What follows belongs to an exercise in optimizing a design on an open flow for small area, a short achievable clock period and few clock cycles per item; a production flow would make more cautious choices. At most, simulation tests tie the RTL to the original design; equivalence was not proved. For runs 4 and 6, only the layout was checked, not whether the RTL still works. No activity file was given, so power comes from the tool's default toggle rates.

<file path="flow/design.v">
module cordicTanh(z0, clk, rst, out, flag);
	input wire clk, rst;
	input wire signed [15:0] z0;
	output wire signed [15:0] out;
	output reg flag;
	reg ld;                      
	reg rot;                     
	reg half;                    
	reg [3:0] sh;                
	reg signed [14:0] z;         
	reg signed [14:0] y;
	reg [13:0] x;                
	wire ext = z0[15] ^ z0[14];            
	wire div = ~(ld | rot | flag);
	wire rot_end = rot & half & (sh == 4'd13);
	wire s = rot ? z[14] : ~y[14];
	wire [13:1] d;
	genvar n;
	generate
		for (n = 1; n <= 13; n = n + 1) begin : dec
			assign d[n] = (sh == n);
		end
	endgenerate
	wire [14:0] K;
	assign K[14:12] = 3'b000;
	assign K[11] = d[1];
	assign K[10] = d[2];
	assign K[9]  = d[3];
	assign K[8]  = d[4];
	assign K[7]  = d[5] | (rot & d[1]);
	assign K[6]  = d[6] | (rot & d[1]);
	assign K[5]  = d[7];
	assign K[4]  = d[8] | (rot & d[2]);
	assign K[3]  = d[9] | (rot & d[1]);
	assign K[2]  = d[10] | (rot & d[2]);
	assign K[1]  = d[11] | (rot & (d[1] | d[2] | d[3])) | (~rot & d[12] & (z[14] ^ y[14]));
	assign K[0]  = rot & (d[3] | d[12] | d[13]);
	wire [13:0] xs = x >> sh;
	wire signed [14:0] ys = y >>> sh;
	wire [14:0] zn, yn;
	wire [13:0] xn;
	addsub #(15, 2) uz(z, K, ~s, zn);
	addsub #(15, 2) uy(y, {1'b0, xs}, s, yn);
	addsub #(14, 2) ux(x, ys[13:0] & {14{rot}}, s, xn);    
	always @(posedge clk) begin
		if (rst) begin
			ld <= 1'b1;
			rot <= 1'b0;
			flag <= 1'b0;
		end else begin
			ld <= flag;
			rot <= (ld & ~ext) | (rot & ~rot_end);
			flag <= (ld & ext) | (div & (sh == 4'd12));
		end
	end
	always @(posedge clk) begin
		half <= rot & ~half;
		if (ld | rot_end)
			sh <= 4'd1;
		else if (~rot | half)
			sh <= sh + 4'd1;
	end
	always @(posedge clk) begin
		if (ld) begin
			z <= ext ? {z0[15], z0[15], 13'h1000} : z0[14:0];
			x <= 14'h1000;
			y <= 15'h0000;
		end else begin
			z <= rot_end ? 15'h0000 : zn;
			y <= yn;
			x <= xn;
		end
	end
	assign out = {z[14], z};
endmodule
module addsub #(parameter N = 15, parameter KIND = 1) (input [N-1:0] a, input [N-1:0] b, input sub, output [N-1:0] out);
	wire [N-1:0] ai = a ^ {N{sub}};
	reg [N-1:0] G, P, Gn, Pn;
	integer l, i;
	always @(*) begin
		G = ai & b;
		P = ai ^ b;
		if (KIND == 3) begin
			for (i = 1; i < N; i = i + 1)
				G[i] = G[i] | (P[i] & G[i-1]);
		end else if (KIND == 2) begin
			for (i = 1; i < N; i = i + 2) begin G[i] = G[i] | (P[i] & G[i-1]); P[i] = P[i] & P[i-1]; end
			for (i = 3; i < N; i = i + 4) begin G[i] = G[i] | (P[i] & G[i-2]); P[i] = P[i] & P[i-2]; end
			for (i = 7; i < N; i = i + 8) begin G[i] = G[i] | (P[i] & G[i-4]); P[i] = P[i] & P[i-4]; end
			for (i = 11; i < N; i = i + 8) begin G[i] = G[i] | (P[i] & G[i-4]); P[i] = P[i] & P[i-4]; end
			for (i = 5; i < N; i = i + 4) begin G[i] = G[i] | (P[i] & G[i-2]); P[i] = P[i] & P[i-2]; end
			for (i = 2; i < N; i = i + 2) begin G[i] = G[i] | (P[i] & G[i-1]); P[i] = P[i] & P[i-1]; end
		end else begin
			for (l = 1; l < N; l = l * 2) begin
				Gn = G; Pn = P;
				for (i = 0; i < N; i = i + 1)
					if ((i / l) % 2 == 1) begin
						Gn[i] = G[i] | (P[i] & G[(i / l) * l - 1]);
						Pn[i] = P[i] & P[(i / l) * l - 1];
					end
				G = Gn; P = Pn;
			end
		end
	end
	assign out = a ^ b ^ {G[N-2:0], 1'b0};
endmodule
</file>
<file path="flow/flow/run.sh">
#!/bin/bash
# Standard synthesis, then the standard layout steps with repair_timing
# asked for a larger setup margin and plain buffers on the ports (the SDC
# and clock period are unchanged).
set -eo pipefail
bash standard.sh synth > synth.log 2>&1
bash standard.sh SETUP_SLACK_MARGIN=7 "BUFFER_PORTS_ARGS=-buffer_cell sky130_fd_sc_hd__buf_1" finish > layout.log 2>&1
</file>
<file path="flow/standard.sh">
#!/bin/bash
# synth_recipe.tcl (not shown) runs the flow's synth.tcl, then flattens the netlist and writes it again
# the make line also repeats each setting of config.mk as NAME=value (left out here)
make -C /OpenROAD-flow-scripts/flow DESIGN_CONFIG=/design/flow/config.mk WORK_HOME=/design/flow/orfs CLKGATE_MAP_FILE= SYNTH_SCRIPT=/design/flow/synth_recipe.tcl "${@:-finish}"
</file>
<file path="flow/config.mk">
export PLATFORM = sky130hd
export DESIGN_NAME = cordicTanh
export DESIGN_NICKNAME = cordicTanh
export VERILOG_FILES = /design/flow/design.v
export SDC_FILE = /design/flow/constraint.sdc
export NUM_CORES = 4
export LEC_CHECK = 0
export ABC_AREA = 0
export CAP_MARGIN = 70
export CORE_MARGIN = 2
export CORE_UTILIZATION = 50
export PLACE_DENSITY = 0.65
export SLEW_MARGIN = 70
export TNS_END_PERCENT = 5
</file>
<file path="flow/constraint.sdc">
create_clock -name core_clock -period 10.0 [get_ports {clk}]
set_input_delay 2.0000 -clock core_clock [delete_from_list [all_inputs] [get_ports {clk}]]
set_output_delay 2.0000 -clock core_clock [all_outputs]
set_load 0.01 [all_outputs]
</file>
==> results of run 1 <==
-- flip-flops by register name, indices dropped and copies added, names as in the netlist --
name,count
rot,1
sh,4
y,15
half,1
x,14
ld,1
flag,1
z,15
-- cell type report --
class / count / area, um2
multi-input cells: 521 / 4090
fillers: 885 / 4030
flip-flops and latches: 52 / 1060
repair buffers: 53 / 373
well taps: 133 / 166
clock buffers: 7 / 76.3
inverters: 17 / 71.3
clock inverters: 1 / 5.00
-- cells by family after synthesis --
kind of cell    count (synthesis)
simple gates                  182
compound gates                137
xor+xnor                      122
flops                          52
buf+inv                        49
mux                            40
fa+ha+maj                      40
-- stage by stage --
step                 util  hold slack [ns]  instances  total power (W)
floorplan               -            0.479        622          0.00124
CTS                 0.578            0.536        779          0.00161
detailed placement  0.556            0.502        762          0.00144
global route        0.592            0.561        784          0.00179
finish              0.592            0.528        784          0.00165
global placement    0.545            0.498        760          0.00139
-- repair_timing --
action | in CTS | in global routing
pin swaps | 4 | 11
setup endpoints to repair | 31 | 33
cloned | 1 | 1
setup buffers | 8 | 4
gates resized for setup | 10 | 16
-- worst reg2reg max path: stages (launching register included) --
cell and delay (ns):
dfxtp_4 0.38, buf_16 0.15, buf_16 0.14, mux2_2 0.37, or2_2 0.31, a311oi_2 0.33
a211oi_2 0.10, ha_1 0.36, a21oi_4 0.18, o221ai_2 0.12, a21o_1 0.17, a31o_4 0.22
a211o_4 0.34, a21oi_2 0.13, xnor2_1 0.12, nor2_1 0.05
-- where the power goes --
group	switching [W]	leakage (nW)	internal, W	total [W]
clock network	0.0000760	0.0422	0.0000494	0.000125
logic	0.000591	1.93	0.000561	0.00115
registers	0.000101	0.432	0.000269	0.000370
total	0.000768	2.40	0.000879	0.00165
-- Yosys cell counts (12+ instances only) --
master / number
xnor2_1: 85
nor3_1: 12
ha_1: 40
xor2_1: 36
mux2i_1: 21
inv_1: 15
dfxtp_1: 52
a21o_1: 14
o21ai_0: 29
clkbuf_1: 19
nor2_1: 65
a21oi_1: 44
a211oi_1: 13
nand2_1: 60
-- worst max path at each step --
stage	start	to	slack (ns)	cells after the start
after floorplan	sh[1]$_SDFFE_PP0N_	x[12]$_SDFF_PP1_	6.72	16
after global routing	sh[1]$_SDFFE_PP0N_	x[13]$_SDFF_PP0_	6.27	15
after CTS	sh[1]$_SDFFE_PP0N_	x[13]$_SDFF_PP0_	6.45	17
after global placement	sh[3]$_SDFFE_PP0N_	x[13]$_SDFF_PP0_	5.69	12
final	sh[1]$_SDFFE_PP0N_	x[13]$_SDFF_PP0_	6.41	15
after detailed placement	sh[1]$_SDFFE_PP0N_	x[13]$_SDFF_PP0_	6.24	17
-- layer usage --
| layer | vias to the layer above | share of wire |
|---|---|---|
| met5 | - | 0 |
| met4 | 0 | 0.019 |
| met3 | 22 | 0.046 |
| met2 | 131 | 0.45 |
| met1 | 2158 | 0.48 |
| li1 | 2239 | - |
==> flow_summary.toml, run 1 <==
[status]
outcome = "timing/DRC/antenna clean"

[setup_path]
crit_path_end_kind = "register"
setup.worst_path.start_class = "register"
arrival_ns = 3.81
path_cells = "buf_16, buf_16, mux2_2, or2_2, a311oi_2, a211oi_2, ha_1, a21oi_4, o221ai_2, a21o_1, a31o_4, a211o_4, a21oi_2, xnor2_1, nor2_1"
r2r-end = "x[13]$_SDFF_PP0_"
reg2regPathDepth = 15
path_max_fanout = 11
crit_top_cell = "buf_16"
reg2reg_slack_ns = 6.41
path_delay_family = "compound AO/OA/AOI/OAI gates"
critical_path_class = "reg -> reg"
path_buf_inv = 2
crit_path_max_incr_delay_ns = 0.38
worstPathRequired_ns = 10.21
reg2reg_from = "sh[1]$_SDFFE_PP0N_"
slowest_stage = "dfxtp_4"

[sta]
final_hold_viol_count = 0
worstMarginPinSlew_ns = 0.418
max_freq_mhz = 278
slew_violations = 0
rsz0062_at_grt = "true"
setup_viol_count_final = 0
setup_ws_ns = 6.41
skew_ns = 0.0136
relSlewSlack = 0.721
finalSetupTns_ns = 0
post-route-period-util = 0.359
min_period_ns = 3.59

[job]
maxCapViolations = 0

[worst_hold_path]
whs_endpoint = "ld$_SDFF_PP1_"
min_from = "flag$_SDFF_PP0_"
min_path_type = "reg -> reg"
hold_depth = 1

[cells_and_area]
final_common_cell = "xnor2_1"
layout-drive-gt1-share = 0.158
diodes = 0
syn2layout_area_growth_pct = 14.0
final_cell_mix = "85 x xnor2_1, 64 x nor2_1, 58 x nand2_1, 46 x dfxtp_1"
layout.nets = 708
final_area_um2 = 5840

[logic_synthesis]
synthAdderAreaFrac = 0.0978
synth-edff-count = 0
synth_top_area_share = 0.203
syn_area_per_cell_um2 = 8.23
ys_types = 62
ys_seq_elements = 52
synth_fp_nets = 680
synth_compound_area_frac = 0.182
synth_top_family_by_area = "XOR/XNOR gates"
synthFlopType = "dfxtp_1"
yosys-top-cells-area = "dfxtp_1 20%, xnor2_1 15%, ha_1 9.8%"
synthMuxAreaShare = 0.107
syn-cell-area_um2 = 5120
synthSimpleGateAreaFrac = 0.159
syn_inst = 622
synth-xor-area-share = 0.211
ys_warn_count = 3
synth-async-reset-ratio = 0
yosysSeqAreaShare = 0.203
yosysTopAreaCell = "dfxtp_1"

[route]
wl_per_cell_um = 17.0
antenna_left = 0
drt-total-wl_um = 13400
vias = 4550
firstDrtPassIters = 5
viasPerCell = 5.80
drtIter0Drc = 328
drcViolationCount = 0

[floorplan]
die_area_um2 = 11100
start_util = 0.519
core_area_um2 = 9860
boundaryPins = 35
rows = 36
die_w_um = 105
dieHeight_um = 105

[global_route]
grt_pass1_vias = 4317
grt.busiest_layer = "met2"
grt_pass1_wl_um = 21500
met2_usage = 0.381
grt_max_degree = 42
antenna_found_initial = 0
grtUsageTotal = 0.243
overflow = 0
grt_use_met1 = 0.337
met3_usage = 0.0374

[placement]
gp_congestion = 0.886
dpl.hpwl_um = 9660
pre_cts_ws_ns = 6.24
port_buffers = 34
dpl_cell_area_um2 = 5480

[clocking]
clockRootBuffer = "clkbuf_8"
insertion_delay_ns = 0.33
cts_tree = "yes"
cts.path.max_buffers = 2
htreeDepth = 2
numCtsBuffers = 5
clk_pin_slew_worst_paths_ns = 0.10
clock-sinks = 52
cts_hold_buf = 0

[power]
leakagePower_nw = 2.40
vdd.ir_drop.worst_v = 0.000162
p_per_area_nw_per_um2 = 282
Testbench counts, summed over its fixed seeds: cycles 77,132, items 2,048.
==> inputs of run 2 (changes only) <==
--- a/flow/config.mk
+++ b/flow/config.mk
@@ -5,7 +5,7 @@
 export SDC_FILE = /design/flow/constraint.sdc
 export NUM_CORES = 4
 export LEC_CHECK = 0
-export ABC_AREA = 0
+export ABC_AREA = 1
 export CAP_MARGIN = 70
 export CORE_MARGIN = 2
 export CORE_UTILIZATION = 50
==> run 2 against run 1 <==
Compared with the run above: still clean on timing, DRC and antenna; clock-buffer cell count is 2 lower; worst hold slack worse by 0.039 ns; first-iteration DRC count is 20% higher; utilization is 1.3 points lower; critical path type is now reg -> out; critical endpoint is now out[14]; highest routed layer unchanged.
==> flow_summary.toml, run 2 <==
[logic_synthesis]
synthMuxAreaShare = 0.00603
ys_seq_elements = 52
ys_types = 42
yosysMostFrequentCell = "nand2_1"
syn_area_per_cell_um2 = 6.62
syn_inst = 752
synth_top_area_share = 0.209
synth_compound_area_frac = 0.172
synth-xor-area-share = 0.151
yosysTopAreaCell = "dfxtp_1"
synth-edff-count = 0
synth_fp_nets = 810
syn-cell-area_um2 = 4980
synthAdderAreaFrac = 0.101
yosysSeqAreaShare = 0.209
synth_top_family_by_area = "simple AND/OR/NAND/NOR gates"
synthSimpleGateAreaFrac = 0.278
yosys-top-cells-area = "dfxtp_1 21%, nand2_1 14%, xor2_1 11%"
ys_warn_count = 3
synthTopCellsByCount = "188 x nand2_1, 63 x xor2_1, 62 x inv_1"
synthFlopType = "dfxtp_1"
synth-async-reset-ratio = 0

[placement]
place_inst = 896
dpl.hpwl_um = 9710
gp_congestion = 0.920
port_buffers = 34
dpl_cell_area_um2 = 5190

[clocking]
clock-sinks = 52
insertion_delay_ns = 0.33
cts_tree = "yes"
clockRootBuffer = "clkbuf_8"
cts.path.max_buffers = 2
htreeDepth = 2
numCtsBuffers = 5
cts_hold_buf = 0
clk_pin_slew_worst_paths_ns = 0.10

[floorplan]
rows = 36
die_area_um2 = 10800
die_w_um = 104
boundaryPins = 35
dieHeight_um = 104
core_area_um2 = 9730
start_util = 0.512

[cells_and_area]
final_area_um2 = 5630
seq_area_um2 = 1060
fillers = 963
final_common_cell = "nand2_1"
syn2layout_area_growth_pct = 13.0
diodes = 0
top_regs = "y x15, z x15, x x14"
fin_util = 0.578
layout-drive-gt1-share = 0.118
layout.nets = 838
fin_cells = 914
multi_input_area_um2 = 3680
final_cell_mix = "186 x nand2_1, 63 x xor2_1, 57 x inv_1, 57 x a21oi_1, 52 x nand3_1"

[sta]
relSlewSlack = 0.716
final_hold_viol_count = 0
min_period_ns = 2.92
post-route-period-util = 0.292
rsz0062_at_grt = "true"
skew_ns = 0.00777
worstMarginPinSlew_ns = 0.426
finalSetupTns_ns = 0
max_freq_mhz = 343
setup_viol_count_final = 0
slew_violations = 0

[setup_path]
r2r-end = "y[14]$_SDFF_PP0_"
critical_path_class = "reg -> out"
crit_path_max_incr_delay_ns = 0.42
path_cells = "buf_1"
reg2regPathDepth = 17
setup.worst_path.start_class = "register"
slowest_stage = "dfxtp_2"
worstPathRequired_ns = 8.00
path_delay_family = "flip-flops"
arrival_ns = 0.92
path_buf_inv = 1
reg2reg_slack_ns = 7.18
crit_path_end_kind = "output pin"
path_max_fanout = 7
reg2reg_from = "sh[0]$_SDFFE_PP1N_"

[worst_hold_path]
min_from = "half$_DFF_P_"
hold_depth = 1
whs_endpoint = "half$_DFF_P_"
min_path_type = "reg -> reg"

[global_route]
grtUsageTotal = 0.244
grt_pass1_wl_um = 21900
overflow = 0
antenna_found_initial = 0
grt_pass1_vias = 4741
grt_max_degree = 44

[power]
leakagePower_nw = 2.63
p_comb_frac = 0.665
p_sw_w = 0.000759
power_frac_clock = 0.103
switching_share = 0.507
p_int_w = 0.000738
vdd.ir_drop.worst_v = 0.000111
pwr-share-seq = 0.232
p_per_area_nw_per_um2 = 266

[route]
wl_per_cell_um = 14.8
vias = 4945
antenna_left = 0
drt-total-wl_um = 13500
drcViolationCount = 0
drtIter0Drc = 393
viasPerCell = 5.41
firstDrtPassIters = 5

[job]
maxCapViolations = 0

[status]
outcome = "timing/DRC/antenna clean"
==> run 2: cell families (layout without fill, tap and decap cells) <==
group,after synthesis,count (layout)
buffers and inverters,96,125
DFF,52,52
and+or+nand+nor,324,324
muxes,3,3
AOI/OAI and AO/OA,152,152
adders and majority gates,40,40
xor gates and xnor gates,85,85
==> run 2: metrics by stage <==
stage               hold WS, ns  worst slack [ns]  power [W]
floorplan                 0.437              7.07    0.00109
global placement          0.446              6.36    0.00125
detailed placement        0.456              6.62    0.00127
CTS                       0.482              6.95    0.00144
global route              0.514              6.94    0.00166
finish                    0.489              7.08    0.00150
==> run 2: final cells by class <==
class / count / area share
sequential: 52 / 0.189
tap: 133 / 0.0296
inverter: 70 / 0.0516
multi-input combinational: 604 / 0.654
timing repair buffer: 47 / 0.0560
clock buffer: 5 / 0.0122
clock inverter: 3 / 0.00756
==> run 2: layer usage <==
metal,GRT usage,part of all wire,vias to the layer above
met5,0,0,-
met4,0.0801,0.019,0
met3,0.0327,0.039,23
met2,0.430,0.49,127
met1,0.307,0.46,2256
li1,-,-,2539
==> run 2: worst reg2reg max path, stage by stage (launching register included) <==
cell	delay [ns]
dfxtp_4	0.40
buf_12	0.16
inv_8	0.14
nand2_1	0.10
nor2_1	0.16
inv_1	0.13
o221ai_4	0.22
ha_1	0.29
a21oi_1	0.20
nor2_1	0.07
a211oi_1	0.24
nand2_2	0.17
nand2_1	0.11
nand2_2	0.08
nand2_1	0.09
nand3_1	0.07
nand2_1	0.07
nor2_1	0.04
==> run 2: how the worst max path moves through the flow <==
| stage | slack (ns) | start | cells after the start | end |
|---|---|---|---|---|
| 2_1_floorplan | 7.07 | rot$_SDFF_PP0_ | 19 | z[11]$_DFF_P_ |
| 3_3_place_gp | 6.36 | sh[1]$_SDFFE_PP0N_ | 19 | z[11]$_DFF_P_ |
| 3_5_place_dp | 6.62 | sh[1]$_SDFFE_PP0N_ | 19 | z[11]$_DFF_P_ |
| 4_1_cts | 6.95 | sh[0]$_SDFFE_PP1N_ | 21 | z[13]$_DFF_P_ |
| 5_1_grt | 6.94 | sh[0]$_SDFFE_PP1N_ | 23 | x[11]$_SDFF_PP0_ |
| 6_report | 7.08 | z[14]$_DFF_P_ | 1 | out[14] |
==> run 2: what timing repair did <==
item | 4_1_cts | 5_1_grt
gates cloned | 0 | 3
pin swaps | 1 | 5
resized for setup | 10 | 53
buffers inserted | 1 | 6
endpoints found under the setup margin | 28 | 28
==> run 2: power groups by stage <==
stage                     Clock (W)  Sequential, W  Combinational, W
after floorplan                   0       0.000338          0.000749
after global placement            0       0.000348          0.000899
after detailed placement          0       0.000351          0.000924
after CTS                  0.000158       0.000346          0.000940
after global routing       0.000164       0.000358           0.00114
final                      0.000154       0.000348          0.000996
==> inputs of run 3 (changes only) <==
--- a/flow/config.mk
+++ b/flow/config.mk
@@ -11,4 +11,4 @@
 export CORE_UTILIZATION = 50
 export PLACE_DENSITY = 0.65
 export SLEW_MARGIN = 70
-export TNS_END_PERCENT = 5
+export TNS_END_PERCENT = 100
==> run 3 against run 2 <==
Compared with the run above: still clean on timing, DRC and antenna; sequential power about the same; via count rose by 0.73%; worst hold slack worse by 0.0043 ns; register-to-register slack hardly changed; die area did not move; clock-buffer cell count did not move; wire length up 1.7%; first-iteration DRC count fell by 0.25%; area after synthesis is the same; non-clock buffer count up 5; flip-flop and latch count unchanged; sequential share of layout area down 0.14 points; critical endpoint unchanged.
==> flow_summary.toml, run 3 <==
[status]
outcome = "timing/DRC/antenna clean"

[route]
drtIter0Drc = 392
viasPerCell = 5.42
antenna_left = 0
drcViolationCount = 0
wl_per_cell_um = 14.9
drt-total-wl_um = 13700
vias = 4981
firstDrtPassIters = 5

[global_route]
antenna_found_initial = 0
grt_pass1_vias = 4783
overflow = 0
grtUsageTotal = 0.249
grt_max_degree = 35
grt_pass1_wl_um = 22300

[setup_path]
crit_path_max_incr_delay_ns = 0.43
crit_path_end_kind = "output pin"
reg2reg_slack_ns = 7.18
path_cells = "buf_1"
reg2reg_from = "sh[0]$_SDFFE_PP1N_"
r2r-end = "y[14]$_SDFF_PP0_"
cp.depth = 1
path_buf_inv = 1
critical_path_class = "reg -> out"
path_delay_family = "flip-flops"
reg2regPathDepth = 17
slowest_stage = "dfxtp_2"
crit_end = "out[14]"
path_max_fanout = 7
setup.worst_path.start = "z[14]$_DFF_P_"
setup.worst_path.start_class = "register"
arrival_ns = 0.92
worstPathRequired_ns = 8.00

[power]
leakagePower_nw = 2.66
p_per_area_nw_per_um2 = 266
vdd.ir_drop.worst_v = 0.000114
power_w = 0.00151

[logic_synthesis]
syn_inst = 752
yosysSeqAreaShare = 0.209
ys_warn_count = 3
ys_seq_elements = 52
synth-async-reset-ratio = 0
synthSimpleGateAreaFrac = 0.278
synthMuxAreaShare = 0.00603
synth_top_family_by_area = "simple AND/OR/NAND/NOR gates"
yosysTopAreaCell = "dfxtp_1"
syn_area_per_cell_um2 = 6.62
ys_types = 42
yosys-top-cells-area = "dfxtp_1 21%, nand2_1 14%, xor2_1 11%"
yosysMostFrequentCell = "nand2_1"
synth_top_area_share = 0.209
synthFlopType = "dfxtp_1"
synthTopCellsByCount = "188 x nand2_1, 63 x xor2_1, 62 x inv_1"
synth-edff-count = 0
synthAdderAreaFrac = 0.101
synth_fp_nets = 810
synth-xor-area-share = 0.151
synth_compound_area_frac = 0.172
syn-cell-area_um2 = 4980

[cells_and_area]
final_common_cell = "nand2_1"
top_regs = "y x15, z x15, x x14"
fin_cells = 919
final_cell_mix = "184 x nand2_1, 63 x xor2_1, 57 x inv_1, 57 x a21oi_1, 52 x nand3_1"
diodes = 0
layout.nets = 843
syn2layout_area_growth_pct = 13.8
layout-drive-gt1-share = 0.126
fin_util = 0.583

[clocking]
clock-sinks = 52
cts.path.max_buffers = 2
numCtsBuffers = 5
clockRootBuffer = "clkbuf_8"
cts_hold_buf = 0
clk_pin_slew_worst_paths_ns = 0.10
cts_tree = "yes"
htreeDepth = 2
insertion_delay_ns = 0.32

[sta]
min_period_ns = 2.92
slew_violations = 0
worstMarginPinSlew_ns = 0.423
skew_ns = 0.00873
rsz0062_at_grt = "true"
final_hold_viol_count = 0
max_freq_mhz = 343
post-route-period-util = 0.292
setup_ws_ns = 7.08
setup_viol_count_final = 0
finalSetupTns_ns = 0
relSlewSlack = 0.718

[placement]
pre_cts_ws_ns = 6.62
gp_congestion = 0.920
port_buffers = 34
place_inst = 896
dpl.hpwl_um = 9710

[floorplan]
boundaryPins = 35
die_area_um2 = 10800
die_w_um = 104
core_area_um2 = 9730
rows = 36
start_util = 0.512
dieHeight_um = 104

[job]
maxCapViolations = 0

[worst_hold_path]
min_path_type = "reg -> reg"
==> run 3: cells by family (layout without fill, tap and decap cells) <==
group,count (synthesis),after routing
mux,3,3
xor+xnor,85,85
buf+inv,96,130
simple gates,324,324
flops,52,52
compound gates,152,152
fa+ha+maj,40,40
==> run 3: area by class of cell <==
class | count | area, um2
Clock buffer | 5 | 68.8
Clock inverter | 3 | 42.5
Fill cell | 952 | 4060
Inverter | 70 | 295
Multi-Input combinational cell | 604 | 3670
Sequential cell | 52 | 1060
Tap cell | 133 | 166
Timing Repair Buffer | 52 | 360
==> run 3: how the worst min path moves through the flow <==
stage	startpoint	endpoint	slack (ns)	cells past startpoint
2_1_floorplan	half$_DFF_P_	half$_DFF_P_	0.44	1
3_3_place_gp	flag$_SDFF_PP0_	ld$_SDFF_PP1_	0.45	1
3_5_place_dp	flag$_SDFF_PP0_	ld$_SDFF_PP1_	0.46	1
4_1_cts	flag$_SDFF_PP0_	ld$_SDFF_PP1_	0.48	1
5_1_grt	flag$_SDFF_PP0_	ld$_SDFF_PP1_	0.51	1
6_report	flag$_SDFF_PP0_	ld$_SDFF_PP1_	0.48	1
==> run 3: per-layer routing <==
metal | part of all wire | vias up | GRT usage | wire length (um)
li1 | - | 2545 | - | -
met1 | 0.44 | 2249 | 0.312 | 6080
met2 | 0.48 | 151 | 0.438 | 6620
met3 | 0.048 | 36 | 0.0340 | 665
met4 | 0.026 | 0 | 0.0840 | 350
met5 | 0 | - | 0 | 0
==> run 3: where the power goes <==
part | leakage [nW] | switching (W) | internal, W
Sequential | 0.434 | 0.0000771 | 0.000272
Clock | 0.0541 | 0.0000789 | 0.0000743
Combinational | 2.17 | 0.000605 | 0.000400
==> run 3: timing repair <==
item	CTS	global route
resized for setup	13	54
endpoints found under the setup margin	28	25
pin swaps	1	7
buffers inserted	1	11
cloned	1	2
==> run 3: stage by stage <==
| step | hold slack, ns | area, um2 |
|---|---|---|
| after global routing | 0.514 | 5670 |
| final | 0.484 | 5670 |
| after global placement | 0.446 | 5150 |
| after detailed placement | 0.456 | 5190 |
| after CTS | 0.482 | 5380 |
| after floorplan | 0.437 | 4980 |
==> inputs of run 4 (changes only) <==
--- a/flow/design.v
+++ b/flow/design.v
@@ -36,12 +36,13 @@
 	assign K[1]  = d[11] | (rot & (d[1] | d[2] | d[3])) | (~rot & d[12] & (z[14] ^ y[14]));
 	assign K[0]  = rot & (d[3] | d[12] | d[13]);
 	wire [13:0] xs = x >> sh;
-	wire signed [14:0] ys = y >>> sh;
+	wire signed [14:0] yr = y & {15{rot}};    
+	wire signed [14:0] ys = yr >>> sh;
 	wire [14:0] zn, yn;
 	wire [13:0] xn;
 	addsub #(15, 2) uz(z, K, ~s, zn);
 	addsub #(15, 2) uy(y, {1'b0, xs}, s, yn);
-	addsub #(14, 2) ux(x, ys[13:0] & {14{rot}}, s, xn);    
+	addsub #(14, 2) ux(x, ys[13:0], s, xn);
 	always @(posedge clk) begin
 		if (rst) begin
 			ld <= 1'b1;
--- a/flow/config.mk
+++ b/flow/config.mk
@@ -11,4 +11,4 @@
 export CORE_UTILIZATION = 50
 export PLACE_DENSITY = 0.65
 export SLEW_MARGIN = 70
-export TNS_END_PERCENT = 100
+export TNS_END_PERCENT = 5
==> run 4 against run 3 <==
Compared with the run above: maximum frequency is 0.63% lower; first-iteration DRC count shrank 23%; sequential power is 1% higher; combinational power about the same; critical path type unchanged; still clean on timing, DRC and antenna; clock skew decreased by 0.0040 ns.
==> flow_summary.toml, run 4 <==
[setup_path]
slowest_stage = "dfxtp_1"
path_delay_family = "flip-flops"
crit_end = "out[12]"
arrival_ns = 0.94
cp.depth = 1
crit_path_end_kind = "output pin"
path_buf_inv = 1
path_max_fanout = 6
path_cells = "buf_1"
reg2reg_slack_ns = 7.13
r2r-end = "y[7]$_SDFF_PP0_"
critical_path_class = "reg -> out"
crit_path_max_incr_delay_ns = 0.43
worstPathRequired_ns = 8.00
setup.worst_path.start_class = "register"
reg2regPathDepth = 17
setup.worst_path.start = "z[12]$_DFF_P_"
reg2reg_from = "sh[0]$_SDFFE_PP1N_"

[sta]
post-route-period-util = 0.294
skew_ns = 0.00473
slew_violations = 0
finalSetupTns_ns = 0
max_freq_mhz = 340
setup_ws_ns = 7.06
rsz0062_at_grt = "true"
worstMarginPinSlew_ns = 0.470
min_period_ns = 2.94
final_hold_viol_count = 0
setup_viol_count_final = 0
relSlewSlack = 0.683

[cells_and_area]
fin_util = 0.570
syn2layout_area_growth_pct = 10.2
layout.nets = 841
top_regs = "y x15, z x15, x x14"
layout-drive-gt1-share = 0.115
final_common_cell = "nand2_1"
diodes = 0
final_cell_mix = "176 x nand2_1, 62 x inv_1, 60 x xor2_1, 57 x nand3_1, 57 x a21oi_1"

[route]
firstDrtPassIters = 7
viasPerCell = 5.44
drt-total-wl_um = 13300
drtIter0Drc = 300
wl_per_cell_um = 14.5
vias = 4985
drcViolationCount = 0
antenna_left = 0

[clocking]
insertion_delay_ns = 0.32
cts.path.max_buffers = 2
clk_pin_slew_worst_paths_ns = 0.11
cts_tree = "yes"
htreeDepth = 2
numCtsBuffers = 5
clockRootBuffer = "clkbuf_8"
clock-sinks = 52
cts_hold_buf = 0

[placement]
gp_congestion = 0.949
port_buffers = 34
dpl.hpwl_um = 9810
pre_cts_ws_ns = 6.81

[logic_synthesis]
synth_top_area_share = 0.206
ys_seq_elements = 52
yosysSeqAreaShare = 0.206
yosysTopAreaCell = "dfxtp_1"
syn_inst = 753
ys_warn_count = 3
synth_fp_nets = 811
synth-edff-count = 0
ys_types = 47
synth-async-reset-ratio = 0
yosys-top-cells-area = "dfxtp_1 21%, nand2_1 13%, xor2_1 10%"
syn-cell-area_um2 = 5050
yosysMostFrequentCell = "nand2_1"
syn_area_per_cell_um2 = 6.71
synthFlopType = "dfxtp_1"
synthTopCellsByCount = "176 x nand2_1, 65 x inv_1, 60 x xor2_1"

[floorplan]
dieHeight_um = 105
die_area_um2 = 10900
core_area_um2 = 9770
boundaryPins = 35
rows = 36
die_w_um = 105
start_util = 0.517

[power]
leakagePower_nw = 2.62
vdd.ir_drop.worst_v = 0.000130
p_per_area_nw_per_um2 = 274

[status]
outcome = "timing/DRC/antenna clean"

[global_route]
grt_max_degree = 40
grt_pass1_vias = 4718
grtUsageTotal = 0.240
antenna_found_initial = 0
grt_pass1_wl_um = 21700
overflow = 0

[job]
maxCapViolations = 0

[worst_hold_path]
min_path_type = "reg -> reg"
[run 4: area by class of cell]
class,instances,area [um2]
inverter,70,284
multi-input combinational,602,3650
timing repair buffer,52,322
sequential,52,1060
clock inverter,3,25.0
fill,982,4200
clock buffer,5,68.8
tap,133,166
[run 4: report_power, final]
part | switching, W | internal (W)
sequential | 0.0000816 | 0.000272
clock | 0.0000838 | 0.0000514
combinational | 0.000623 | 0.000414
[run 4: repair_timing]
| item | CTS | global route |
|---|---|---|
| setup buffers | 0 | 13 |
| setup endpoints to repair | 20 | 28 |
| pin swaps | 0 | 5 |
| endpoints found under the hold margin | 0 | 0 |
| gates resized for setup | 6 | 23 |
| cloned | 0 | 2 |
[run 4: kinds of logic after synthesis]
group | synth area share
multiplexers | 0.00594
buffers and inverters | 0.0899
flip-flops | 0.206
AO/OA/AOI/OAI | 0.175
AND/OR/NAND/NOR | 0.276
XOR/XNOR | 0.147
adder cells (fa/ha/maj) | 0.0990
[run 4: worst min-delay path by stage]
stage,start,to,slack (ns),depth (start not counted)
finish,half$_DFF_P_,half$_DFF_P_,0.49,1
global route,half$_DFF_P_,half$_DFF_P_,0.51,1
CTS,half$_DFF_P_,half$_DFF_P_,0.49,1
detailed placement,half$_DFF_P_,half$_DFF_P_,0.47,1
global placement,half$_DFF_P_,half$_DFF_P_,0.46,1
floorplan,half$_DFF_P_,half$_DFF_P_,0.44,1
[run 4: per-stage QoR]
stage | hold WS, ns | cells | power, W | area, um2
final | 0.493 | 917 | 0.00153 | 5570
after global routing | 0.510 | 917 | 0.00169 | 5570
after CTS | 0.488 | 902 | 0.00148 | 5340
after detailed placement | 0.472 | 894 | 0.00133 | 5230
after global placement | 0.461 | 894 | 0.00129 | 5190
after floorplan | 0.436 | 753 | 0.00114 | 5050
[run 4: routing by layer]
layer	GRT usage	part of all wire	up-vias
met3	0.0324	0.054	25
met2	0.434	0.50	175
met4	0.0743	0.019	0
li1	-	-	2540
met5	0	0	-
met1	0.292	0.43	2245
==> inputs of run 5 (changes only) <==
--- a/flow/design.v
+++ b/flow/design.v
@@ -36,13 +36,12 @@
 	assign K[1]  = d[11] | (rot & (d[1] | d[2] | d[3])) | (~rot & d[12] & (z[14] ^ y[14]));
 	assign K[0]  = rot & (d[3] | d[12] | d[13]);
 	wire [13:0] xs = x >> sh;
-	wire signed [14:0] yr = y & {15{rot}};    
-	wire signed [14:0] ys = yr >>> sh;
+	wire signed [14:0] ys = y >>> sh;
 	wire [14:0] zn, yn;
 	wire [13:0] xn;
 	addsub #(15, 2) uz(z, K, ~s, zn);
 	addsub #(15, 2) uy(y, {1'b0, xs}, s, yn);
-	addsub #(14, 2) ux(x, ys[13:0], s, xn);
+	addsub #(14, 2) ux(x, ys[13:0] & {14{rot}}, s, xn);    
 	always @(posedge clk) begin
 		if (rst) begin
 			ld <= 1'b1;
==> flow/flow/run.sh (replaced) <==
#!/bin/bash
# Standard synthesis, then the standard layout steps with repair_timing
# asked for a larger setup margin and plain buffers on the ports (the SDC
# and clock period are unchanged).
set -eo pipefail
bash standard.sh synth > synth.log 2>&1
bash standard.sh SETUP_SLACK_MARGIN=7.05 "BUFFER_PORTS_ARGS=-buffer_cell sky130_fd_sc_hd__buf_1" finish > layout.log 2>&1
==> run 5 against run 4 <==
Compared with the run above: first-iteration DRC count up 25%; largest cell class unchanged; sequential share of layout area down 0.53 points; clock power up 14%; wire length up 3.9%; worst hold slack worse by 0.0065 ns; critical endpoint is now out[14]; critical path type unchanged; maximum frequency up 0.73%; area after synthesis down 1.5%.
==> flow_summary.toml, run 5 <==
[clocking]
clockRootBuffer = "clkbuf_8"
numCtsBuffers = 5
clk_pin_slew_worst_paths_ns = 0.11
htreeDepth = 2
insertion_delay_ns = 0.32
cts.path.max_buffers = 2
cts_hold_buf = 0
cts_tree = "yes"
clock-sinks = 52

[route]
drcViolationCount = 0
antenna_left = 0
viasPerCell = 5.40
drtIter0Drc = 374
drt-total-wl_um = 13800
wl_per_cell_um = 15.0
vias = 4978
firstDrtPassIters = 5

[floorplan]
die_area_um2 = 10800
rows = 36
dieHeight_um = 104
die_w_um = 104
boundaryPins = 35
start_util = 0.512
core_area_um2 = 9730

[cells_and_area]
final_area_um2 = 5770
final_common_cell = "nand2_1"
diodes = 0
final_cell_mix = "180 x nand2_1, 63 x xor2_1, 57 x inv_1, 56 x a21oi_1, 52 x nand3_1"
syn2layout_area_growth_pct = 15.8
layout-drive-gt1-share = 0.146
layout.nets = 845
multi_input_area_um2 = 3730
seq_area_um2 = 1060
fillers = 948
top_regs = "y x15, z x15, x x14"

[setup_path]
path_max_fanout = 7
crit_path_end_kind = "output pin"
worstPathRequired_ns = 8.00
critical_path_class = "reg -> out"
path_cells = "buf_1"
slowest_stage = "dfxtp_2"
arrival_ns = 0.92
crit_path_max_incr_delay_ns = 0.42
path_buf_inv = 1
path_delay_family = "flip-flops"
setup.worst_path.start_class = "register"

[sta]
finalSetupTns_ns = 0
relSlewSlack = 0.707
worstMarginPinSlew_ns = 0.439
skew_ns = 0.00831
max_freq_mhz = 343
whs_ns = 0.487
slew_violations = 0
min_period_ns = 2.92
setup_viol_count_final = 0
setup_ws_ns = 7.08
post-route-period-util = 0.292
rsz0062_at_grt = "true"
final_hold_viol_count = 0

[logic_synthesis]
ys_seq_elements = 52
syn-cell-area_um2 = 4980
synth_top_area_share = 0.209
ys_types = 42
yosys-top-cells-area = "dfxtp_1 21%, nand2_1 14%, xor2_1 11%"
synth-edff-count = 0
yosysTopAreaCell = "dfxtp_1"
yosysSeqAreaShare = 0.209
ys_warn_count = 3
syn_inst = 752
synth_fp_nets = 810
synth-async-reset-ratio = 0
synthTopCellsByCount = "188 x nand2_1, 63 x xor2_1, 62 x inv_1"
yosysMostFrequentCell = "nand2_1"
synthFlopType = "dfxtp_1"
syn_area_per_cell_um2 = 6.62

[status]
outcome = "timing/DRC/antenna clean"

[global_route]
grt_pass1_vias = 4753
overflow = 0
grt_max_degree = 44
grtUsageTotal = 0.245
grt_pass1_wl_um = 22000
antenna_found_initial = 0

[placement]
dpl_cell_area_um2 = 5190
pre_cts_ws_ns = 6.62
dpl.hpwl_um = 9710
gp_congestion = 0.920
port_buffers = 34

[worst_hold_path]
min_path_type = "reg -> reg"

[power]
leakagePower_nw = 2.68
p_per_area_nw_per_um2 = 266
vdd.ir_drop.worst_v = 0.000112

[job]
maxCapViolations = 0
## run 5: cell count changes in the layout (fill, tap and decap cells not counted), sizes merged, moves of 2 or more
cell | previous run | this run
a21oi | 58 | 60
a31oi | 4 | 2
clkbuf | 7 | 9
nand2 | 194 | 204
nand3 | 60 | 56
nor2 | 57 | 53
o211ai | 3 | 5
o21ai | 63 | 65
o221a | 2 | 0
o221ai | 4 | 7
xnor2 | 25 | 21
xor2 | 60 | 64
## run 5: power breakdown
| part | internal [W] | leakage (nW) | switching (W) |
|---|---|---|---|
| Sequential | 0.000272 | 0.434 | 0.0000788 |
| Clock | 0.0000743 | 0.0541 | 0.0000793 |
| Combinational | 0.000413 | 2.19 | 0.000619 |
## run 5: final cells by class
cell class / count / area share
Multi-Input combinational cell: 604 / 0.647
Sequential cell: 52 / 0.185
Timing Repair Buffer: 54 / 0.0696
Inverter: 70 / 0.0503
Tap cell: 133 / 0.0289
Clock buffer: 5 / 0.0119
Clock inverter: 3 / 0.00738
## run 5: worst reg2reg max path, cell delays in order, from the launching register on
cell	delay, ns
dfxtp_4	0.41
buf_12	0.16
inv_8	0.13
nand2_2	0.08
a21oi_1	0.18
a31oi_2	0.08
o21ai_2	0.20
nand2_1	0.08
o211ai_1	0.09
nand2_1	0.11
inv_1	0.07
ha_1	0.24
nand2_1	0.06
inv_1	0.04
nand2_1	0.07
nand2_2	0.09
nand2_2	0.10
nand2_4	0.07
nand2_2	0.07
nand2_2	0.07
or2_1	0.21
a21oi_1	0.11
## run 5: per-layer routing
layer  up-vias  part of all wire  global-route usage
met4         0             0.021              0.0801
met1      2268              0.44               0.309
li1       2550                 -                   -
met5         -                 0                   0
met3        28             0.044              0.0327
met2       132              0.49               0.431
## run 5: worst paths after layout
kind | start | endpoint | slack, ns | cells past startpoint
setup / recovery | z[14]$_DFF_P_ | out[14] | 7.08 | 1
hold / removal | flag$_SDFF_PP0_ | ld$_SDFF_PP1_ | 0.49 | 1
setup reg to reg | sh[0]$_SDFFE_PP1N_ | x[10]$_SDFF_PP0_ | 7.21 | 21
hold reg to reg | flag$_SDFF_PP0_ | ld$_SDFF_PP1_ | 0.49 | 1
## run 5: cell families after synthesis
| family | share of synthesized area |
|---|---|
| buf+inv | 0.0832 |
| compound gates | 0.172 |
| xor+xnor | 0.151 |
| flops | 0.209 |
| simple gates | 0.278 |
| fa+ha+maj | 0.101 |
| mux | 0.00603 |
## run 5: what timing repair did
item / 4_1_cts / 5_1_grt
pin swaps: 1 / 15
setup endpoints to repair: 31 / 33
setup buffers: 1 / 11
gates resized for setup: 12 / 69
gates cloned: 0 / 5
## run 5: stage by stage
step           cells  power, W   util
4_1_cts          905   0.00145  0.549
6_report         921   0.00154  0.593
3_3_place_gp     896   0.00125  0.529
3_5_place_dp     896   0.00127  0.533
5_1_grt          921   0.00170  0.593
2_1_floorplan    752   0.00109      -
Testbench counts of run 5, summed over its fixed seeds: cycles 77,132, items 2,048.
==> inputs of run 6 (changes only) <==
--- a/flow/design.v
+++ b/flow/design.v
@@ -35,13 +35,20 @@
 	assign K[2]  = d[10] | (rot & d[2]);
 	assign K[1]  = d[11] | (rot & (d[1] | d[2] | d[3])) | (~rot & d[12] & (z[14] ^ y[14]));
 	assign K[0]  = rot & (d[3] | d[12] | d[13]);
-	wire [13:0] xs = x >> sh;
-	wire signed [14:0] ys = y >>> sh;
+	wire [13:0] xs1 = sh[0] ? {1'd0, x[13:1]} : x;
+	wire [13:0] xs2 = sh[1] ? {2'd0, xs1[13:2]} : xs1;
+	wire [13:0] xs4 = sh[2] ? {4'd0, xs2[13:4]} : xs2;
+	wire [13:0] xs  = sh[3] ? {8'd0, xs4[13:8]} : xs4;
+	wire [14:0] yneg = (y ^ {15{z[14]}}) & {15{rot}};
+	wire [14:0] ys1 = sh[0] ? {yneg[14], yneg[14:1]} : yneg;
+	wire [14:0] ys2 = sh[1] ? {{2{ys1[14]}}, ys1[14:2]} : ys1;
+	wire [14:0] ys4 = sh[2] ? {{4{ys2[14]}}, ys2[14:4]} : ys2;
+	wire [14:0] ys  = sh[3] ? {{8{ys4[14]}}, ys4[14:8]} : ys4;
 	wire [14:0] zn, yn;
 	wire [13:0] xn;
-	addsub #(15, 2) uz(z, K, ~s, zn);
+	padd #(15, 2) uz(z, K ^ {15{~s}}, ~s, zn);
 	addsub #(15, 2) uy(y, {1'b0, xs}, s, yn);
-	addsub #(14, 2) ux(x, ys[13:0] & {14{rot}}, s, xn);    
+	padd #(14, 2) ux(x, ys[13:0], z[14] & rot, xn);
 	always @(posedge clk) begin
 		if (rst) begin
 			ld <= 1'b1;
@@ -104,3 +111,46 @@
 	end
 	assign out = a ^ b ^ {G[N-2:0], 1'b0};
 endmodule
+module padd #(parameter N = 15, parameter KIND = 0) (input [N-1:0] a, input [N-1:0] b, input cin, output [N-1:0] sum);
+	wire [N-1:0] p = a ^ b;
+	wire [N-1:0] g0 = a & b;
+	reg [N:0] G, P;
+	reg [N:0] Gn, Pn;
+	integer l, i, st;
+	always @(*) begin
+		G = {g0, cin};
+		P = {p, 1'b0};
+		if (KIND == 3) begin
+			for (i = 1; i <= N; i = i + 1) begin
+				G[i] = G[i] | (P[i] & G[i-1]);
+			end
+		end else if (KIND == 2) begin
+			for (i = 1; i <= N; i = i + 2) begin G[i] = G[i] | (P[i] & G[i-1]); P[i] = P[i] & P[i-1]; end
+			for (i = 3; i <= N; i = i + 4) begin G[i] = G[i] | (P[i] & G[i-2]); P[i] = P[i] & P[i-2]; end
+			for (i = 7; i <= N; i = i + 8) begin G[i] = G[i] | (P[i] & G[i-4]); P[i] = P[i] & P[i-4]; end
+			for (i = 15; i <= N; i = i + 16) begin G[i] = G[i] | (P[i] & G[i-8]); P[i] = P[i] & P[i-8]; end
+			for (i = 11; i <= N; i = i + 8) begin G[i] = G[i] | (P[i] & G[i-4]); P[i] = P[i] & P[i-4]; end
+			for (i = 5; i <= N; i = i + 4) begin G[i] = G[i] | (P[i] & G[i-2]); P[i] = P[i] & P[i-2]; end
+			for (i = 2; i <= N; i = i + 2) begin G[i] = G[i] | (P[i] & G[i-1]); P[i] = P[i] & P[i-1]; end
+		end else begin
+			for (l = 1; l <= N; l = l * 2) begin
+				Gn = G; Pn = P;
+				for (i = 0; i <= N; i = i + 1) begin
+					if (KIND == 0) begin
+						if (i >= l) begin
+							Gn[i] = G[i] | (P[i] & G[i-l]);
+							Pn[i] = P[i] & P[i-l];
+						end
+					end else begin
+						if ((i / l) % 2 == 1) begin
+							Gn[i] = G[i] | (P[i] & G[(i / l) * l - 1]);
+							Pn[i] = P[i] & P[(i / l) * l - 1];
+						end
+					end
+				end
+				G = Gn; P = Pn;
+			end
+		end
+	end
+	assign sum = p ^ G[N-1:0];
+endmodule
==> flow/flow/run.sh (replaced) <==
#!/bin/bash
# Standard synthesis, then the standard layout steps with repair_timing
# asked for a larger setup margin and plain buffers on the ports (the SDC
# and clock period are unchanged).
set -eo pipefail
bash standard.sh synth > synth.log 2>&1
bash standard.sh SETUP_SLACK_MARGIN=7 "BUFFER_PORTS_ARGS=-buffer_cell sky130_fd_sc_hd__buf_1" finish > layout.log 2>&1
--- a/flow/config.mk
+++ b/flow/config.mk
@@ -8,7 +8,6 @@
 export ABC_AREA = 1
 export CAP_MARGIN = 70
 export CORE_MARGIN = 2
-export CORE_UTILIZATION = 50
-export PLACE_DENSITY = 0.65
+export CORE_UTILIZATION = 45
 export SLEW_MARGIN = 70
 export TNS_END_PERCENT = 5
==> run 6 against run 5 <==
Compared with the run above: utilization is 6.2 points lower; synthesized cell count fell by 6.5%; combinational power up 12%; die area is 8.3% higher; non-clock buffer count down 1; worst hold slack improved by 0.0035 ns; largest cell class unchanged; worst setup slack got worse by 0.52 ns; clock-buffer cell count up 1; clock skew is 0.0048 ns higher; critical path type is now reg -> reg; critical path depth increased by 21.
==> flow_summary.toml, run 6 <==
[global_route]
grtUsageTotal = 0.243
overflow = 0
grt_pass1_vias = 4423
grt_max_degree = 36
antenna_found_initial = 0
grt_pass1_wl_um = 22000

[power]
leakagePower_nw = 2.50
vdd.ir_drop.worst_v = 0.000113
p_per_area_nw_per_um2 = 302

[clocking]
cts.path.max_buffers = 2
htreeDepth = 2
clk_pin_slew_worst_paths_ns = 0.12
clockRootBuffer = "clkbuf_8"
clock-sinks = 52
numCtsBuffers = 5
cts_tree = "yes"
insertion_delay_ns = 0.34
cts_hold_buf = 0

[floorplan]
die_area_um2 = 11700
core_area_um2 = 10400
dieHeight_um = 108
start_util = 0.467
rows = 37
die_w_um = 108
boundaryPins = 35

[setup_path]
crit_path_max_incr_delay_ns = 0.40
reg2regPathDepth = 22
worstPathRequired_ns = 10.27
r2r-end = "x[11]$_SDFF_PP0_"
setup.worst_path.start_class = "register"
reg2reg_slack_ns = 6.57
arrival_ns = 3.71
path_max_fanout = 8
path_cells = "buf_8, nand2_2, inv_2, nor3_2, inv_1, o21ai_1, inv_1, nand2_1, o21a_1, nor2_1, a221oi_2, ha_1, nand2_1, nand2_2, a31oi_4, inv_2, a221o_1, nand2_1, nand2_2, inv_2, fa_1, nor2_1"
path_delay_family = "compound AO/OA/AOI/OAI gates"
critical_path_class = "reg -> reg"
crit_path_end_kind = "register"
slowest_stage = "dfxtp_4"
path_buf_inv = 6
reg2reg_from = "z[14]$_DFF_P_"

[placement]
port_buffers = 34
gp_congestion = 0.939
dpl.hpwl_um = 9970

[logic_synthesis]
synthFlopType = "dfxtp_1"
syn_inst = 703
syn-cell-area_um2 = 4870
ys_seq_elements = 52
synth-async-reset-ratio = 0
synth_top_area_share = 0.214
yosysTopAreaCell = "dfxtp_1"
yosysMostFrequentCell = "nand2_1"
synth_fp_nets = 778
yosys-top-cells-area = "dfxtp_1 21%, nand2_1 12%, ha_1 11%"
ys_types = 48
ys_warn_count = 4
synthTopCellsByCount = "153 x nand2_1, 69 x nor2_1, 63 x inv_1"
yosysSeqAreaShare = 0.214
synth-edff-count = 0
syn_area_per_cell_um2 = 6.92

[sta]
max_freq_mhz = 291
setup_viol_count_final = 0
final_hold_viol_count = 0
rsz0062_at_grt = "true"
post-route-period-util = 0.343
min_period_ns = 3.43
slew_violations = 0
finalSetupTns_ns = 0
relSlewSlack = 0.706
skew_ns = 0.0132
whs_ns = 0.490
worstMarginPinSlew_ns = 0.436

[cells_and_area]
syn2layout_area_growth_pct = 13.5
diodes = 0
final_common_cell = "nand2_1"
layout.nets = 807
layout-drive-gt1-share = 0.149
final_cell_mix = "144 x nand2_1, 61 x nor2_1, 57 x inv_1, 45 x dfxtp_1, 42 x o21ai_0"
top_regs = "y x15, z x15, x x14"
fin_util = 0.531

[route]
drtIter0Drc = 285
antenna_left = 0
drcViolationCount = 0
vias = 4705
drt-total-wl_um = 13600
viasPerCell = 5.41
firstDrtPassIters = 5
wl_per_cell_um = 15.7

[status]
outcome = "timing/DRC/antenna clean"

[worst_hold_path]
min_from = "flag$_SDFF_PP0_"
whs_endpoint = "ld$_SDFF_PP1_"
min_path_type = "reg -> reg"
hold_depth = 1

[job]
maxCapViolations = 0
run 6: cell types whose count changed after synthesis, moves of 7 or more:
cell and delta:
nand3_1 -18, a21oi_1 -17, nand2_1 -35, clkbuf_1 +8, nor2_1 +20, fa_1 +14
xor2_1 -30, a32o_1 +7
run 6: where the power goes:
part | internal [W] | switching, W | leakage, nW | total [W]
logic | 0.000468 | 0.000687 | 2.02 | 0.00115
clock network | 0.0000502 | 0.0000839 | 0.0414 | 0.000134
registers | 0.000290 | 0.0000889 | 0.435 | 0.000379
run 6: layout make-up:
cell class	count	area (um2)
Fill cell	1084	4890
Multi-Input combinational cell	548	3610
Sequential cell	52	1060
Timing Repair Buffer	53	307
Inverter	72	293
Tap cell	136	170
Clock buffer	6	72.6
Clock inverter	2	16.3
run 6: stage by stage:
step | setup WS [ns] | power [W] | std cells | instance area (um2)
after floorplan | 6.67 | 0.00122 | 703 | 4980
after global routing | 6.36 | 0.00186 | 869 | 5530
after global placement | 5.84 | 0.00142 | 845 | 5110
final | 6.57 | 0.00167 | 869 | 5530
after CTS | 6.58 | 0.00165 | 868 | 5450
after detailed placement | 5.99 | 0.00145 | 847 | 5140
run 6: metal layers:
metal  GRT usage  up-vias  part of all wire
met4      0.0897        0             0.026
met1       0.318     2199              0.47
met2       0.405      105              0.46
li1            -     2378                 -
met5           0        -                 0
met3      0.0392       23             0.042
run 6: cells by family after synthesis:
family / synth area share
buffers and inverters: 0.0866
AO/OA/AOI/OAI: 0.178
multiplexers: 0.00411
adder cells (fa/ha/maj): 0.168
AND/OR/NAND/NOR: 0.253
flip-flops: 0.214
XOR/XNOR: 0.0954
run 6: worst max-delay path by stage:
stage / from / to / depth (start not counted)
floorplan: sh[1]$_SDFFE_PP0N_ / z[13]$_DFF_P_ / 23
global placement: rot$_SDFF_PP0_ / x[9]$_SDFF_PP0_ / 18
detailed placement: rot$_SDFF_PP0_ / x[9]$_SDFF_PP0_ / 17
CTS: z[14]$_DFF_P_ / x[11]$_SDFF_PP0_ / 24
global route: z[14]$_DFF_P_ / x[11]$_SDFF_PP0_ / 22
finish: z[14]$_DFF_P_ / x[11]$_SDFF_PP0_ / 22
run 6: timing repair:
| action | CTS | global route |
|---|---|---|
| pin swaps | 17 | 14 |
| gates resized for setup | 45 | 20 |
| endpoints found under the setup margin | 33 | 32 |
| setup buffers | 13 | 1 |

[what the ideal ports hide]
How much do the figures lean on ideal ports? The routed layouts below were timed once more, with nothing changed but the port constraints.
Step 1, drivers: a clkbuf_16 drives clk and a buf_2 each remaining input, both assumed.
Step 2 moves the port delays by t, midway between the first and last clock arrival at a register: inputs arrive t later, outputs are due t later. That takes back most of the time a late clock gives input paths.
a / b / c = ideal ports / drivers / drivers and shift; a / b = the first two.
| run | t, ns | setup slack, ns | hold slack, ns |
|---|---|---|---|
| run 1 | 0.359 | 6.408 / 6.408 / 6.408 | 0.528 / 0.528 / 0.528 |
| run 2 | 0.356 | 7.084 / 7.050 / 7.104 | 0.489 / 0.489 / 0.489 |
| run 3 | 0.354 | 7.082 / 7.045 / 7.104 | 0.484 / 0.484 / 0.484 |
| run 4 | 0.355 | 7.063 / 7.028 / 7.062 | 0.493 / 0.493 / 0.493 |
| run 5 | 0.351 | 7.084 / 7.050 / 7.100 | 0.487 / 0.487 / 0.487 |
| run 6 | 0.368 | 6.565 / 6.565 / 6.565 | 0.490 / 0.490 / 0.490 |
After both steps setup and hold are still met in every run listed. For run 4, which loses most, drivers alone change the setup slack by -0.035 ns; drivers and shift together by -0.001 ns.
